From an optimization exercise on the open Yosys and OpenROAD flow, aimed at small area; shortcuts taken in it are not production practice. In this exercise RTL edits were held to simulation tests only and were not proved equivalent to the original.

## top
module top (
    input  logic              		clk,
    input  logic              		rst_n,
    input  logic              		valid_in_dac,    
    input  logic signed [15 : 0]    audio_in,        
    input  logic              		valid_in_adc,    
    input  logic              		sdm_in,          
    output logic              		valid_out_dac,
    output logic              		sdm_out,
    output logic              		valid_out_adc,
    output logic signed [15 : 0]    audio_out
);
==> flow/config.mk <==
export PLATFORM = sky130hd
export DESIGN_NAME = top
export DESIGN_NICKNAME = top
export VERILOG_FILES = /design/flow/design.v
export SDC_FILE = /design/flow/constraint.sdc
export NUM_CORES = 4
export LEC_CHECK = 0
export ABC_AREA = 1
export CAP_MARGIN = 20
export CORE_MARGIN = 2
export CORE_UTILIZATION = 60
export CTS_BUF_LIST = sky130_fd_sc_hd__clkbuf_8
export SLEW_MARGIN = 20
==> flow/constraint.sdc <==
create_clock -name core_clock -period 20.0 [get_ports {clk}]
set_input_delay 4.0000 -clock core_clock [delete_from_list [all_inputs] [get_ports {clk}]]
set_output_delay 4.0000 -clock core_clock [all_outputs]
set_load 0.01 [all_outputs]
standard.sh (not shown) runs the stock make flow with config.mk's settings and CLKGATE_MAP_FILE= SYNTH_SCRIPT=/design/flow/synth_recipe.tcl, a recipe that flattens the netlist after the stock synthesis.
==> flow/flow/run.sh <==
#!/bin/bash
# The standard layout with these changes: the port buffers are the
# smallest buffer cell, clock tree synthesis adds no dummy loads, and after
# floorplanning OpenROAD's restructure re-maps the combinational logic for
# area (flow/restructure.tcl). Logs here: standard.log (make's output) and
# filter_lib.log; OpenROAD's output, restructure's included, is in ORFS's own
# logs under orfs/logs.
set -euo pipefail
export RUN_DIR="$PWD"
export BUFFER_PORTS_ARGS="-buffer_cell sky130_fd_sc_hd__buf_1"
export POST_FLOORPLAN_TCL="$PWD/flow/restructure.tcl"
export CTS_ARGS="-sink_clustering_enable -repair_clock_nets -buf_list sky130_fd_sc_hd__clkbuf_8 -dont_use_dummy_load"
bash standard.sh > standard.log 2>&1
==> flow/flow/filter_lib.py <==
"""Write a copy of the platform's liberty without the cells the platform marks
don't-use, for the logic restructuring step (which reads a liberty file itself)."""
import sys, re
src, dst = sys.argv[1], sys.argv[2]
dont = set(sys.argv[3].split())
text = open(src).read()
out, dropped = [], 0
pos = 0
pat = re.compile(r'\n(\s*)cell\s*\(\s*"?(\w+)"?\s*\)\s*\{')
while True:
    m = pat.search(text, pos)
    if not m:
        out.append(text[pos:])
        break
    # find the end of this cell group by brace counting
    depth, j = 1, m.end()
    while depth:
        c = text[j]
        if c == '{':
            depth += 1
        elif c == '}':
            depth -= 1
        j += 1
    if m.group(2) in dont:
        out.append(text[pos:m.start()])
        dropped += 1
    else:
        out.append(text[pos:j])
    pos = j
open(dst, 'w').write(''.join(out))
print(f"dropped {dropped} cells")
==> flow/flow/restructure.tcl <==
# Area recovery on the combinational logic between registers (registers and
# ports untouched), mapped onto the platform's cells minus its don't-use list.
set rmp_dir $::env(RESULTS_DIR)/rmp
file mkdir $rmp_dir
set rmp_lib $rmp_dir/rmp.lib
exec python3 [file join [file dirname [info script]] filter_lib.py] \
  [lindex $::env(LIB_FILES) 0] $rmp_lib $::env(DONT_USE_CELLS) \
  > $::env(RUN_DIR)/filter_lib.log 2>@1
restructure -target area -liberty_file $rmp_lib \
  -tielo_port sky130_fd_sc_hd__conb_1/LO -tiehi_port sky130_fd_sc_hd__conb_1/HI \
  -work_dir $rmp_dir -abc_logfile $::env(RUN_DIR)/restructure_abc.log
==> next run, changes <==
--- a/flow/flow/filter_lib.py
+++ b/flow/flow/filter_lib.py
@@ -23,3 +23,3 @@
         j += 1
-    if m.group(2) in dont:
+    if m.group(2) in dont or re.search(r'_(2|3|4|6|8|12|16)$', m.group(2)):
         out.append(text[pos:m.start()])
Settings changed: CORE_UTILIZATION 60 to 40.
Result:
- This time the run failed in floorplan, error RMP-0006
- synthesized area stays the same
- synthesized cell count is unchanged


Setup of quartz:
Starting RTL as in the previous note.
Settings: LEC_CHECK=0, ABC_AREA=1, CAP_MARGIN=20, CORE_MARGIN=2, CORE_UTILIZATION=40, CTS_BUF_LIST=sky130_fd_sc_hd__clkbuf_8, PLACE_DENSITY=0.75, SLEW_MARGIN=20; clock period 20.0 ns.
==> flow/flow/filter_lib.py <==
"""Write a copy of the platform's liberty without the cells the platform marks
don't-use, for the logic restructuring step (which reads a liberty file itself)."""
import sys, re
src, dst = sys.argv[1], sys.argv[2]
dont = set(sys.argv[3].split())
text = open(src).read()
out, dropped = [], 0
pos = 0
pat = re.compile(r'\n(\s*)cell\s*\(\s*"?(\w+)"?\s*\)\s*\{')
while True:
    m = pat.search(text, pos)
    if not m:
        out.append(text[pos:])
        break
    # find the end of this cell group by brace counting
    depth, j = 1, m.end()
    while depth:
        c = text[j]
        if c == '{':
            depth += 1
        elif c == '}':
            depth -= 1
        j += 1
    if m.group(2) in dont:
        out.append(text[pos:m.start()])
        dropped += 1
    else:
        out.append(text[pos:j])
    pos = j
open(dst, 'w').write(''.join(out))
print(f"dropped {dropped} cells")
Scripts as last shown in full above: flow/flow/run.sh, flow/flow/restructure.tcl
Changes in umber relative to quartz:
Settings: PLACE_DENSITY: 0.75 -> unset.
Findings:
- As far as length in cells of the worst reg-to-reg path is concerned, umber and quartz perform about the same.
- From quartz to umber, area added between synthesis and finish did not move at all.
- [compare] base=quartz new=umber: post-route met1 wirelength saw an increase, worst setup slack now smaller, maximum cell stage delay along the critical path held steady, count of vias placed by the detailed router neither gained nor lost much.


top, a different RTL version from the one above (not shown whole).
Size in the first run: ~930 cells after synthesis, about 160 flip-flops, roughly 40 I/O pins, roughly 8400 um2 of cells after synthesis.
==> flow/config.mk <==
export PLATFORM = sky130hd
export DESIGN_NAME = top
export DESIGN_NICKNAME = top
export VERILOG_FILES = /design/flow/design.v
export SDC_FILE = /design/flow/constraint.sdc
export NUM_CORES = 4
export LEC_CHECK = 0
export ABC_AREA = 1
export CAP_MARGIN = 20
export CORE_MARGIN = 2
export CORE_UTILIZATION = 40
export CTS_BUF_LIST = sky130_fd_sc_hd__clkbuf_8
export SLEW_MARGIN = 20
==> flow/constraint.sdc <==
create_clock -name core_clock -period 20.0 [get_ports {clk}]
set_input_delay 4.0000 -clock core_clock [delete_from_list [all_inputs] [get_ports {clk}]]
set_output_delay 4.0000 -clock core_clock [all_outputs]
set_load 0.01 [all_outputs]
==> flow/flow/run.sh <==
#!/bin/bash
# The standard layout with these changes: the port buffers are the
# smallest buffer cell, clock tree synthesis adds no dummy loads, and after
# floorplanning OpenROAD's restructure re-maps the combinational logic for
# area (flow/restructure.tcl). Logs here: standard.log (make), filter_lib.log,
# restructure_abc.log; ORFS's own logs are under orfs/logs.
set -euo pipefail
export RUN_DIR="$PWD"
export BUFFER_PORTS_ARGS="-buffer_cell sky130_fd_sc_hd__buf_1"
export POST_FLOORPLAN_TCL="$PWD/flow/restructure.tcl"
export CTS_ARGS="-sink_clustering_enable -repair_clock_nets -buf_list sky130_fd_sc_hd__clkbuf_8 -dont_use_dummy_load"
bash standard.sh > standard.log 2>&1
==> flow/flow/filter_lib.py <==
"""Write a copy of the platform's liberty without the cells the platform marks
don't-use, for the logic restructuring step (which reads a liberty file itself)."""
import sys, re
src, dst = sys.argv[1], sys.argv[2]
dont = set(sys.argv[3].split())
text = open(src).read()
out, i, dropped = [], 0, 0


pos = 0
pat = re.compile(r'\n(\s*)cell\s*\(\s*"?(\w+)"?\s*\)\s*\{')
while True:
    m = pat.search(text, pos)
    if not m:
        out.append(text[pos:])
        break
    # find the end of this cell group by brace counting
    depth, j = 1, m.end()
    while depth:
        c = text[j]
        if c == '{':
            depth += 1
        elif c == '}':
            depth -= 1
        j += 1
    if m.group(2) in dont:
        out.append(text[pos:m.start()])
        dropped += 1
    else:
        out.append(text[pos:j])
    pos = j
open(dst, 'w').write(''.join(out))
print(f"dropped {dropped} cells")
Scripts as last shown in full above: flow/flow/restructure.tcl
Change:
==> flow/flow/run.sh (replaced) <==
#!/bin/bash
# The standard layout with two changes: the port buffers are the smallest
# buffer cell, and clock tree synthesis adds no dummy loads. Each tool's full
# output stays in ORFS's own logs; make's output goes to standard.log here.
set -euo pipefail
export BUFFER_PORTS_ARGS="-buffer_cell sky130_fd_sc_hd__buf_1"
export CTS_ARGS="-sink_clustering_enable -repair_clock_nets -buf_list sky130_fd_sc_hd__clkbuf_8 -dont_use_dummy_load"
bash standard.sh > standard.log 2>&1
- ABC_AREA: 1 -> default
removed: flow/flow/filter_lib.py
removed: flow/flow/restructure.tcl
What happened: The new run went through all stages and came out clean; final area is higher by roughly a tenth; clock skew is lower by 0.0040 ns; cell count is lower by roughly a tenth; maximum frequency is higher by a few percent; global-route usage is higher by 1.4 points; setup slack gets better by 0.32 ns; hold slack gets better by 0.025 ns.

## what the ideal ports hide
No port has a modelled driver above. Below, the same layouts with a new extraction and two added sets of constraints.
Step 1, drivers: a clkbuf_16 drives clk and a buf_2 each remaining input, both assumed.
Step 2 times the ports against the registers' clock, not the clock port: input delays grow and output delays shrink by t, the midpoint of the rising clock arrivals with the driver on.
a / b / c = ideal ports / drivers / drivers and shift; a / b = the first two.
run | t, ns | setup WS [ns] | latest minus earliest clock arrival (ns)
the first run of note 1 | 0.463 | 6.160 / 6.160 / 6.160 | 0.046 / 0.046
quartz | 0.473 | 6.319 / 6.319 / 6.319 | 0.030 / 0.029
umber | 0.467 | 6.277 / 6.277 / 6.277 | 0.035 / 0.036
the first run of note 3 | 0.463 | 6.910 / 6.910 / 6.910 | 0.040 / 0.039
the second run of note 3 | 0.468 | 7.232 / 7.232 / 7.232 | 0.030 / 0.030
After both steps every run listed still meets setup and hold.
